Source: an optimization exercise on an open RTL-to-GDS flow (aim: small area and a short achievable clock period). Production flows keep margins and buffers that such runs may drop. Power figures rest on the tool's default switching activity, not on a simulated workload.

the baseline:
==> flow/design.v <==
`timescale 1ns / 100ps
module pre_norm(clk, rmode, add, opa, opb, opa_nan, opb_nan, fracta_out,
		fractb_out, exp_dn_out, sign, nan_sign, result_zero_sign,
		fasu_op);
input		clk;
input	[1:0]	rmode;
input		add;
input	[31:0]	opa, opb;
input		opa_nan, opb_nan;
output	[26:0]	fracta_out, fractb_out;
output	[7:0]	exp_dn_out;
output		sign;
output		nan_sign, result_zero_sign;
output		fasu_op;
reg	[26:0]	fracta_out;
reg	[7:0]	exp_dn_out;
reg		sign, fasu_op, nan_sign, result_zero_sign;
reg		signa_r, signb_r, nan_sign1_r;
wire		signa = opa[31];
wire		signb = opb[31];
wire	[7:0]	expa = opa[30:23];
wire	[7:0]	expb = opb[30:23];
wire	[22:0]	fracta = opa[22:0];
wire	[22:0]	fractb = opb[22:0];
wire		expa_nz = |expa;
wire		expb_nz = |expb;
function [1:0] cmp_gt_eq;	 
	input [31:0] x, y;
	integer i, w;
	reg [31:0] g, e;
	begin
		g = x & ~y;
		e = ~(x ^ y);
		for (w = 1; w < 32; w = w * 2)
			for (i = 0; i < 32; i = i + 2 * w) begin
				g[i] = g[i + w] | (e[i + w] & g[i]);
				e[i] = e[i + w] & e[i];
			end
		cmp_gt_eq = {g[0], e[0]};
	end
endfunction
wire	[1:0]	f_cmp = cmp_gt_eq({9'b0, fractb}, {9'b0, fracta});
wire	[1:0]	e_cmp = cmp_gt_eq({24'b0, expb}, {24'b0, expa});
wire		fb_gt_fa = f_cmp[1];
wire		f_eq = f_cmp[0];
wire		b_gt_a = e_cmp[1] | (e_cmp[0] & fb_gt_fa);
wire		mag_eq = e_cmp[0] & f_eq;
wire		add_d = add ^ signa ^ signb;	 
wire	[7:0]	ea = {expa[7:1], expa[0] | ~expa_nz};
wire	[7:0]	eb = {expb[7:1], expb[0] | ~expb_nz};
function [8:0] sub8;
	input [7:0] x, y;
	integer i, w;
	reg [7:0] g, p, c;
	begin
		g = ~x & y;		 
		p = ~(x ^ y);		 
		c = g;
		for (w = 1; w < 8; w = w * 2)
			for (i = 7; i >= w; i = i - 1) begin
				c[i] = c[i] | (p[i] & c[i - w]);
				p[i] = p[i] & p[i - w];
			end
		sub8 = {c[7], (x ^ y) ^ {c[6:0], 1'b0}};
	end
endfunction
wire	[8:0]	d_ab = sub8(ea, eb);
wire	[8:0]	d_ba = sub8(eb, ea);
wire	[7:0]	exp_diff = d_ab[8] ? d_ba[7:0] : d_ab[7:0];
wire		diff_big = |exp_diff[7:5];
wire	[23:0]	small = b_gt_a ? {expa_nz, fracta} : {expb_nz, fractb};
wire	[23:0]	large = b_gt_a ? {expb_nz, fractb} : {expa_nz, fracta};
wire	[1:0]	sh_lo = b_gt_a ? d_ba[1:0] : d_ab[1:0];
wire	[2:0]	shamt = diff_big ? 3'd7 : exp_diff[4:2];
wire	[26:0]	small_p = {small, 3'b0} >> sh_lo;
reg	[26:0]	small_r;
reg	[2:0]	shamt_r;
always @(posedge clk) begin
	fracta_out <= {large, 3'b0};
	small_r    <= small_p;
	shamt_r    <= shamt;
	exp_dn_out <= (!add_d & mag_eq) ? 8'h0 : (b_gt_a ? expb : expa);
	sign       <= b_gt_a ? (signb ^ ~add) : signa;
	fasu_op    <= add_d;
end
wire	[26:0]	sft0 = small_r;
wire	[26:0]	sft1 = shamt_r[2] ? {16'b0, sft0[26:16]} : sft0;
wire		stk1 = shamt_r[2] & |sft0[15:0];
wire	[26:0]	sft2 = shamt_r[1] ? {8'b0, sft1[26:8]} : sft1;
wire		stk2 = stk1 | (shamt_r[1] & |sft1[7:0]);
wire	[26:0]	small_sft = shamt_r[0] ? {4'b0, sft2[26:4]} : sft2;
wire		sticky = stk2 | (shamt_r[0] & |sft2[3:0]);
assign fractb_out = {small_sft[26:1], small_sft[0] | sticky};
always @(posedge clk) begin
	signa_r     <= signa;
	signb_r     <= signb;
	nan_sign1_r <= f_eq ? (signa & signb) : fb_gt_fa ? signb : signa;
end
wire		add_r = fasu_op ^ signa_r ^ signb_r;
wire		rm3 = rmode == 2'd3;
always @(posedge clk) begin
	result_zero_sign <= ( add_r &  signa_r &  signb_r) |
			    (!add_r &  signa_r & !signb_r) |
			    ( add_r & (signa_r |  signb_r) & rm3) |
			    (!add_r & (signa_r == signb_r) & rm3);
	nan_sign <= (opa_nan & opb_nan) ? nan_sign1_r :
		    opb_nan ? signb_r : signa_r;
end
endmodule
==> flow/config.mk <==
export PLATFORM = sky130hd
export DESIGN_NAME = pre_norm
export DESIGN_NICKNAME = pre_norm
export VERILOG_FILES = /design/flow/design.v
export SDC_FILE = /design/flow/constraint.sdc
export NUM_CORES = 4
export LEC_CHECK = 0
export CAP_MARGIN = 20
export CORE_MARGIN = 2
export CORE_UTILIZATION = 70
export CTS_BUF_LIST = sky130_fd_sc_hd__clkbuf_8
export PLACE_DENSITY = 0.8
export SETUP_SLACK_MARGIN = 5.0
export SLEW_MARGIN = 20
==> flow/constraint.sdc <==
create_clock -name core_clock -period 9.5 [get_ports {clk}]
set_input_delay 1.9000 -clock core_clock [delete_from_list [all_inputs] [get_ports {clk}]]
set_output_delay 1.9000 -clock core_clock [all_outputs]
set_load 0.01 [all_outputs]
standard.sh (not shown) runs the stock make flow with config.mk's settings and CLKGATE_MAP_FILE= SYNTH_SCRIPT=/design/flow/synth_recipe.tcl, a recipe that flattens the netlist after the stock synthesis.
==> flow/flow/run.sh <==
#!/bin/bash
# The standard layout (standard.sh), with three changes:
#  - synthesis maps the logic with flow/abc_map.script in place of ORFS's
#    abc_speed.script (same Yosys script otherwise, so the same registers);
#  - the port buffers are buf_1 cells;
#  - repair aims at the setup margin given below.
# Each tool's full output goes to ORFS's own logs under orfs/logs/, and
# make's output to standard_make.log here.
set -euo pipefail
here=$(pwd)
sed "s#log_cmd abc {\*}\$abc_args#log_cmd abc -script $here/flow/abc_map.script {*}[lrange \$abc_args 2 end]#" \
  "$FLOW_HOME/scripts/synth.tcl" > "$here/synth_own.tcl"
grep -q "flow/abc_map.script" "$here/synth_own.tcl"
sed "s#\$::env(SCRIPTS_DIR)/synth.tcl#$here/synth_own.tcl#" synth_recipe.tcl > "$here/synth_recipe_own.tcl"
grep -q "synth_own.tcl" "$here/synth_recipe_own.tcl"
bash standard.sh SYNTH_SCRIPT="$here/synth_recipe_own.tcl" \
  "BUFFER_PORTS_ARGS=-buffer_cell sky130_fd_sc_hd__buf_1" \
  SETUP_SLACK_MARGIN=${OWN_SETUP_MARGIN:-5.0} finish > standard_make.log 2>&1
==> flow/flow/abc_map.script <==
strash
dch
map
topo
stime -c
buffer -c
upsize -c
dnsize -c
What the candidate does differently from the baseline at the input level:
--- a/flow/design.v
+++ b/flow/design.v
@@ -67,30 +67,32 @@
 wire	[8:0]	d_ab = sub8(ea, eb);
 wire	[8:0]	d_ba = sub8(eb, ea);
 wire	[7:0]	exp_diff = d_ab[8] ? d_ba[7:0] : d_ab[7:0];
 wire		diff_big = |exp_diff[7:5];
-wire	[23:0]	small = b_gt_a ? {expa_nz, fracta} : {expb_nz, fractb};
-wire	[23:0]	large = b_gt_a ? {expb_nz, fractb} : {expa_nz, fracta};
-wire	[1:0]	sh_lo = b_gt_a ? d_ba[1:0] : d_ab[1:0];
-wire	[2:0]	shamt = diff_big ? 3'd7 : exp_diff[4:2];
-wire	[26:0]	small_p = {small, 3'b0} >> sh_lo;
-reg	[26:0]	small_r;
-reg	[2:0]	shamt_r;
+wire	[23:0]	op_small = b_gt_a ? {expa_nz, fracta} : {expb_nz, fractb};
+wire	[23:0]	op_large = b_gt_a ? {expb_nz, fractb} : {expa_nz, fracta};
+wire		sh0 = b_gt_a ? d_ba[0] : d_ab[0];
+wire	[3:0]	shamt = diff_big ? 4'd15 : exp_diff[4:1];
+wire	[24:0]	small_p = sh0 ? {1'b0, op_small} : {op_small, 1'b0};
+reg	[24:0]	small_r;
+reg	[3:0]	shamt_r;
 always @(posedge clk) begin
-	fracta_out <= {large, 3'b0};
+	fracta_out <= {op_large, 3'b0};
 	small_r    <= small_p;
 	shamt_r    <= shamt;
 	exp_dn_out <= (!add_d & mag_eq) ? 8'h0 : (b_gt_a ? expb : expa);
 	sign       <= b_gt_a ? (signb ^ ~add) : signa;
 	fasu_op    <= add_d;
 end
-wire	[26:0]	sft0 = small_r;
-wire	[26:0]	sft1 = shamt_r[2] ? {16'b0, sft0[26:16]} : sft0;
-wire		stk1 = shamt_r[2] & |sft0[15:0];
-wire	[26:0]	sft2 = shamt_r[1] ? {8'b0, sft1[26:8]} : sft1;
-wire		stk2 = stk1 | (shamt_r[1] & |sft1[7:0]);
-wire	[26:0]	small_sft = shamt_r[0] ? {4'b0, sft2[26:4]} : sft2;
-wire		sticky = stk2 | (shamt_r[0] & |sft2[3:0]);
+wire	[26:0]	sft0 = {small_r, 2'b0};
+wire	[26:0]	sft1 = shamt_r[3] ? {16'b0, sft0[26:16]} : sft0;
+wire		stk1 = shamt_r[3] & |sft0[15:0];
+wire	[26:0]	sft2 = shamt_r[2] ? {8'b0, sft1[26:8]} : sft1;
+wire		stk2 = stk1 | (shamt_r[2] & |sft1[7:0]);
+wire	[26:0]	sft3 = shamt_r[1] ? {4'b0, sft2[26:4]} : sft2;
+wire		stk3 = stk2 | (shamt_r[1] & |sft2[3:0]);
+wire	[26:0]	small_sft = shamt_r[0] ? {2'b0, sft3[26:2]} : sft3;
+wire		sticky = stk3 | (shamt_r[0] & |sft3[1:0]);
 assign fractb_out = {small_sft[26:1], small_sft[0] | sticky};
 always @(posedge clk) begin
 	signa_r     <= signa;
 	signb_r     <= signb;
Notes after the runs:
No stage failed in the candidate, and the final checks on the layout all came back clean.
The candidate ends up with lower growth of design area from synthesis to finish than the baseline does.
On count of cells along the worst register-to-register path, the lower figure sits with the baseline, not the candidate.
Between the baseline and the candidate, final core area utilization decreased.
[the candidate] fraction of the mapped netlist area in simple logic gates fell 0.97 points relative to the baseline
Re fraction of area in multi-input gates: the candidate is 0.90 points down on the baseline.
Start point of the critical path: opa[19] -> the baseline, opa[5] -> the candidate
Switching share of total power in the candidate is 4.6 points below the baseline.
The clock sink total reported for the candidate is smaller than that of the baseline by 1.
From the baseline to the candidate the numbers moved as follows: global routing usage on met3 has decreased, via count has decreased, sequential portion of the cell area has remained practically unchanged.
Per the comparison of the candidate with the baseline, fraction of met2 tracks used by global routing shrank by 6.4 points; share of total power in sequential cells grew by 2.2 points.
No run of this note included a check of the RTL's function; only the layout flow was run.


north:
// pre_norm: RTL as listed in full above, without the edits since
clock: 9.5 ns
lec_check: 0
cap_margin: 20
core_margin: 2
core_utilization: 70
cts_buf_list: sky130_fd_sc_hd__clkbuf_8
place_density: 0.8
setup_slack_margin: 5.0
slew_margin: 20
==> flow/flow/run.sh <==
#!/bin/bash
set -euo pipefail
bash standard.sh "BUFFER_PORTS_ARGS=-buffer_cell sky130_fd_sc_hd__buf_1" finish > standard_make.log 2>&1
Inputs modified between north and south:
--- a/flow/design.v
+++ b/flow/design.v
@@ -46,52 +46,31 @@
 wire		b_gt_a = e_cmp[1] | (e_cmp[0] & fb_gt_fa);
 wire		mag_eq = e_cmp[0] & f_eq;
 wire		add_d = add ^ signa ^ signb;	 
 wire	[7:0]	ea = {expa[7:1], expa[0] | ~expa_nz};
 wire	[7:0]	eb = {expb[7:1], expb[0] | ~expb_nz};
-function [8:0] sub8;
-	input [7:0] x, y;
-	integer i, w;
-	reg [7:0] g, p, c;
-	begin
-		g = ~x & y;		 
-		p = ~(x ^ y);		 
-		c = g;
-		for (w = 1; w < 8; w = w * 2)
-			for (i = 7; i >= w; i = i - 1) begin
-				c[i] = c[i] | (p[i] & c[i - w]);
-				p[i] = p[i] & p[i - w];
-			end
-		sub8 = {c[7], (x ^ y) ^ {c[6:0], 1'b0}};
-	end
-endfunction
-wire	[8:0]	d_ab = sub8(ea, eb);
-wire	[8:0]	d_ba = sub8(eb, ea);
+wire	[8:0]	d_ab = {1'b0, ea} - {1'b0, eb};
+wire	[8:0]	d_ba = {1'b0, eb} - {1'b0, ea};
 wire	[7:0]	exp_diff = d_ab[8] ? d_ba[7:0] : d_ab[7:0];
 wire		diff_big = |exp_diff[7:5];
 wire	[23:0]	small = b_gt_a ? {expa_nz, fracta} : {expb_nz, fractb};
 wire	[23:0]	large = b_gt_a ? {expb_nz, fractb} : {expa_nz, fracta};
-wire	[1:0]	sh_lo = b_gt_a ? d_ba[1:0] : d_ab[1:0];
-wire	[2:0]	shamt = diff_big ? 3'd7 : exp_diff[4:2];
-wire	[26:0]	small_p = {small, 3'b0} >> sh_lo;
-reg	[26:0]	small_r;
-reg	[2:0]	shamt_r;
+wire	[4:0]	shamt = diff_big ? 5'd31 : exp_diff[4:0];
+reg	[23:0]	small_r;
+reg	[4:0]	shamt_r;
 always @(posedge clk) begin
 	fracta_out <= {large, 3'b0};
-	small_r    <= small_p;
+	small_r    <= small;
 	shamt_r    <= shamt;
 	exp_dn_out <= (!add_d & mag_eq) ? 8'h0 : (b_gt_a ? expb : expa);
 	sign       <= b_gt_a ? (signb ^ ~add) : signa;
 	fasu_op    <= add_d;
 end
-wire	[26:0]	sft0 = small_r;
-wire	[26:0]	sft1 = shamt_r[2] ? {16'b0, sft0[26:16]} : sft0;
-wire		stk1 = shamt_r[2] & |sft0[15:0];
-wire	[26:0]	sft2 = shamt_r[1] ? {8'b0, sft1[26:8]} : sft1;
-wire		stk2 = stk1 | (shamt_r[1] & |sft1[7:0]);
-wire	[26:0]	small_sft = shamt_r[0] ? {4'b0, sft2[26:4]} : sft2;
-wire		sticky = stk2 | (shamt_r[0] & |sft2[3:0]);
+wire	[26:0]	small_f = {small_r, 3'b0};
+wire	[26:0]	small_sft = small_f >> shamt_r;
+wire	[31:0]	lowmask = ~(32'hffffffff << shamt_r);
+wire		sticky = |(small_f & lowmask[26:0]);
 assign fractb_out = {small_sft[26:1], small_sft[0] | sticky};
 always @(posedge clk) begin
 	signa_r     <= signa;
 	signb_r     <= signb;
 	nan_sign1_r <= f_eq ? (signa & signb) : fb_gt_fa ? signb : signa;
--- outcome ---
south went all the way through the flow, and no timing, DRC or antenna check failed. Looking at core utilization, south sits 5.7 points below north. In south the global routing usage on met2 turned out 7.3 points lower than in north. On area of all sequential standard cells: between south and north, it ends up lower for south. south vs. north: routed wire length lost about 20%; sequential share of power lost 0.8 points. Compared with north, south shows a higher headroom to the max-slew limit. Vias: south below north.
No functional check of the RTL was part of any run of this note.


the reference run:
Another version of the RTL of pre_norm (not shown whole).
For scale: about 140 I/O pins, about 5500 um^2 of cells after synthesis.
Design pre_norm, start of the top module:
module pre_norm(clk, rmode, add, opa, opb, opa_nan, opb_nan, fracta_out,
		fractb_out, exp_dn_out, sign, nan_sign, result_zero_sign,
		fasu_op);
input		clk;
input	[1:0]	rmode;
input		add;
input	[31:0]	opa, opb;
input		opa_nan, opb_nan;
output	[26:0]	fracta_out, fractb_out;
output	[7:0]	exp_dn_out;
output		sign;
output		nan_sign, result_zero_sign;
output		fasu_op;
reg	[26:0]	fracta_out;
reg	[7:0]	exp_dn_out;
reg		sign, fasu_op, nan_sign, result_zero_sign;
reg		signa_r, signb_r, nan_sign1_r;
wire		signa = opa[31];
wire		signb = opb[31];
wire	[7:0]	expa = opa[30:23];
wire	[7:0]	expb = opb[30:23];
wire	[22:0]	fracta = opa[22:0];
wire	[22:0]	fractb = opb[22:0];
wire		expa_nz = |expa;
wire		expb_nz = |expb;
wire		b_gt_a = opb[30:0] > opa[30:0];
wire		mag_eq = opb[30:0] == opa[30:0];
wire		add_d = add ^ signa ^ signb;	 
wire	[7:0]	ea = {expa[7:1], expa[0] | ~expa_nz};
wire	[7:0]	eb = {expb[7:1], expb[0] | ~expb_nz};
wire	[8:0]	d_ab = {1'b0, ea} - {1'b0, eb};
wire	[8:0]	d_ba = {1'b0, eb} - {1'b0, ea};
wire	[7:0]	exp_diff = d_ab[8] ? d_ba[7:0] : d_ab[7:0];
wire		diff_big = |exp_diff[7:5];
wire	[23:0]	small = b_gt_a ? {expa_nz, fracta} : {expb_nz, fractb};
wire	[23:0]	large = b_gt_a ? {expb_nz, fractb} : {expa_nz, fracta};
wire	[4:0]	shamt = diff_big ? 5'd31 : exp_diff[4:0];
reg	[23:0]	small_r;
reg	[4:0]	shamt_r;
always @(posedge clk) begin
	fracta_out <= {large, 3'b0};
	small_r    <= small;
	shamt_r    <= shamt;
	exp_dn_out <= (!add_d & mag_eq) ? 8'h0 : (b_gt_a ? expb : expa);
	sign       <= b_gt_a ? (signb ^ ~add) : signa;
	fasu_op    <= add_d;
end
wire	[26:0]	small_f = {small_r, 3'b0};
wire	[26:0]	small_sft = small_f >> shamt_r;
wire	[31:0]	lowmask = ~(32'hffffffff << shamt_r);
wire		sticky = |(small_f & lowmask[26:0]);
assign fractb_out = {small_sft[26:1], small_sft[0] | sticky};
always @(posedge clk) begin
	signa_r     <= signa;
	signb_r     <= signb;
	nan_sign1_r <= (fracta == fractb) ? (signa & signb) :
		       (fracta < fractb) ? signb : signa;
end
wire		add_r = fasu_op ^ signa_r ^ signb_r;
wire		rm3 = rmode == 2'd3;
  ...
==> module pre_norm, before the edit <==
module pre_norm(clk, rmode, add, opa, opb, opa_nan, opb_nan, fracta_out,
		fractb_out, exp_dn_out, sign, nan_sign, result_zero_sign,
		fasu_op);
input		clk;
input	[1:0]	rmode;
input		add;
input	[31:0]	opa, opb;
input		opa_nan, opb_nan;
output	[26:0]	fracta_out, fractb_out;
output	[7:0]	exp_dn_out;
output		sign;
output		nan_sign, result_zero_sign;
output		fasu_op;
reg	[26:0]	fracta_out;
reg	[7:0]	exp_dn_out;
reg		sign, fasu_op, nan_sign, result_zero_sign;
reg		signa_r, signb_r, nan_sign1_r;
wire		signa = opa[31];
wire		signb = opb[31];
wire	[7:0]	expa = opa[30:23];
wire	[7:0]	expb = opb[30:23];
wire	[22:0]	fracta = opa[22:0];
wire	[22:0]	fractb = opb[22:0];
wire		expa_nz = |expa;
wire		expb_nz = |expb;
wire		b_gt_a = opb[30:0] > opa[30:0];
wire		mag_eq = opb[30:0] == opa[30:0];
wire		add_d = add ^ signa ^ signb;	 
wire	[7:0]	ea = {expa[7:1], expa[0] | ~expa_nz};
wire	[7:0]	eb = {expb[7:1], expb[0] | ~expb_nz};
wire	[8:0]	d_ab = {1'b0, ea} - {1'b0, eb};
wire	[8:0]	d_ba = {1'b0, eb} - {1'b0, ea};
wire	[7:0]	exp_diff = d_ab[8] ? d_ba[7:0] : d_ab[7:0];
wire		diff_big = |exp_diff[7:5];
wire	[23:0]	small = b_gt_a ? {expa_nz, fracta} : {expb_nz, fractb};
wire	[23:0]	large = b_gt_a ? {expb_nz, fractb} : {expa_nz, fracta};
wire	[4:0]	shamt = diff_big ? 5'd31 : exp_diff[4:0];
reg	[23:0]	small_r;
reg	[4:0]	shamt_r;
always @(posedge clk) begin
	fracta_out <= {large, 3'b0};
	small_r    <= small;
	shamt_r    <= shamt;
	exp_dn_out <= (!add_d & mag_eq) ? 8'h0 : (b_gt_a ? expb : expa);
	sign       <= b_gt_a ? (signb ^ ~add) : signa;
	fasu_op    <= add_d;
end
wire	[26:0]	small_f = {small_r, 3'b0};
wire	[26:0]	small_sft = small_f >> shamt_r;
wire	[31:0]	lowmask = ~(32'hffffffff << shamt_r);
wire		sticky = |(small_f & lowmask[26:0]);
assign fractb_out = {small_sft[26:1], small_sft[0] | sticky};
always @(posedge clk) begin
	signa_r     <= signa;
	signb_r     <= signb;
	nan_sign1_r <= (fracta == fractb) ? (signa & signb) :
		       (fracta < fractb) ? signb : signa;
end
wire		add_r = fasu_op ^ signa_r ^ signb_r;
wire		rm3 = rmode == 2'd3;
always @(posedge clk) begin
	result_zero_sign <= ( add_r &  signa_r &  signb_r) |
			    (!add_r &  signa_r & !signb_r) |
			    ( add_r & (signa_r |  signb_r) & rm3) |
			    (!add_r & (signa_r == signb_r) & rm3);
	nan_sign <= (opa_nan & opb_nan) ? nan_sign1_r :
		    opb_nan ? signb_r : signa_r;
end
endmodule
==> flow/config.mk <==
export PLATFORM = sky130hd
export DESIGN_NAME = pre_norm
export DESIGN_NICKNAME = pre_norm
export VERILOG_FILES = /design/flow/design.v
export SDC_FILE = /design/flow/constraint.sdc
export NUM_CORES = 4
export LEC_CHECK = 0
export CAP_MARGIN = 20
export CORE_MARGIN = 2
export CORE_UTILIZATION = 40
export SETUP_SLACK_MARGIN = 0.3
export SLEW_MARGIN = 20
==> flow/constraint.sdc <==
create_clock -name core_clock -period 9.5 [get_ports {clk}]
set_input_delay 1.9000 -clock core_clock [delete_from_list [all_inputs] [get_ports {clk}]]
set_output_delay 1.9000 -clock core_clock [all_outputs]
set_load 0.01 [all_outputs]
Scripts as last shown in full above: flow/flow/run.sh
The reference run finished all stages; the layout is clean.
For the trial run, these inputs were changed with respect to the reference run:
-- flow/design.v --
<<< the reference run, line 25
wire		expa_nz = |expa;
wire		expb_nz = |expb;
wire		b_gt_a = opb[30:0] > opa[30:0];
wire		mag_eq = opb[30:0] == opa[30:0];
wire		add_d = add ^ signa ^ signb;	 
wire	[7:0]	ea = {expa[7:1], expa[0] | ~expa_nz};
>>> the trial run, line 25
wire		expa_nz = |expa;
wire		expb_nz = |expb;
function [1:0] cmp_gt_eq;	 
	input [31:0] x, y;
	integer i, w;
	reg [31:0] g, e;
	begin
		g = x & ~y;
		e = ~(x ^ y);
		for (w = 1; w < 32; w = w * 2)
			for (i = 0; i < 32; i = i + 2 * w) begin
				g[i] = g[i + w] | (e[i + w] & g[i]);
				e[i] = e[i + w] & e[i];
			end
		cmp_gt_eq = {g[0], e[0]};
	end
endfunction
wire	[1:0]	f_cmp = cmp_gt_eq({9'b0, fractb}, {9'b0, fracta});
wire	[1:0]	e_cmp = cmp_gt_eq({24'b0, expb}, {24'b0, expa});
wire		fb_gt_fa = f_cmp[1];
wire		f_eq = f_cmp[0];
wire		b_gt_a = e_cmp[1] | (e_cmp[0] & fb_gt_fa);
wire		mag_eq = e_cmp[0] & f_eq;
wire		add_d = add ^ signa ^ signb;	 
wire	[7:0]	ea = {expa[7:1], expa[0] | ~expa_nz};
<<< the reference run, line 55
	signa_r     <= signa;
	signb_r     <= signb;
	nan_sign1_r <= (fracta == fractb) ? (signa & signb) :
		       (fracta < fractb) ? signb : signa;
end
wire		add_r = fasu_op ^ signa_r ^ signb_r;
>>> the trial run, line 74
	signa_r     <= signa;
	signb_r     <= signb;
	nan_sign1_r <= f_eq ? (signa & signb) : fb_gt_fa ? signb : signa;
end
wire		add_r = fasu_op ^ signa_r ^ signb_r;
--- outcome ---
In summary, the trial run completed successfully, with a layout that passed the timing, design-rule and antenna checks. Aggregate routed wire length improves in the trial run relative to the reference run. Post-synthesis adder-cell area fraction (lower): the trial run. Largest buffer count on any clock path: the trial run vs the reference run, no meaningful difference. Relative to the reference run, flip-flop and latch share of the layout cell area increased by 1.1 points in the trial run. As far as utilization is concerned, the trial run and the reference run perform about the same. Taking the reference run as the reference, in the trial run routed length per placed instance decreased by 0.43 um relative to the old numbers, share of total power in combinational logic lower, sum of met2 wire segment lengths after detailed routing went down by about 17%, final-layout worst hold slack +0.025 ns. Against the reference run, the trial run comes in 4.5 points lower on met2 routing resource usage after global routing.
No functional check of the RTL was part of any run of this note.

-- static timing again, ports no longer ideal --
How much do the figures lean on ideal ports? The routed layouts below were timed once more, with nothing changed but the port constraints.
Step 1 (the two cells are an assumption about what drives the block):
set clk [get_ports {clk}]
set_driving_cell -lib_cell sky130_fd_sc_hd__clkbuf_16 $clk
set_driving_cell -lib_cell sky130_fd_sc_hd__buf_2 [delete_from_list [all_inputs] $clk]
Step 2 also shifts input and output timing later by t, the mid clock arrival at the registers, as if the neighbouring blocks saw the same clock.
a / b / c = ideal / step 1 / step 2; a / b = the first two.
run | t (ns) | setup slack, ns | latest minus earliest clock arrival (ns) | worst register clock-pin slew, ns
the baseline | 0.386 | 4.971 / 4.971 / 4.585 | 0.018 / 0.017 | 0.09 / 0.09
the candidate | 0.381 | 5.097 / 5.075 / 4.694 | 0.016 / 0.017 | 0.08 / 0.08
north | 0.395 | 4.842 / 4.838 / 4.443 | 0.014 / 0.014 | 0.09 / 0.09
south | 0.376 | 5.114 / 5.082 / 4.752 | 0.013 / 0.013 | 0.08 / 0.08
the reference run | 0.364 | 4.794 / 4.812 / 4.447 | 0.007 / 0.007 | 0.06 / 0.06
the trial run | 0.357 | 4.797 / 4.793 / 4.455 | 0.006 / 0.006 | 0.06 / 0.06
After both steps every run listed still meets setup and hold. For the candidate, which loses most, drivers alone change the setup slack by -0.022 ns; drivers and shift together by -0.403 ns.
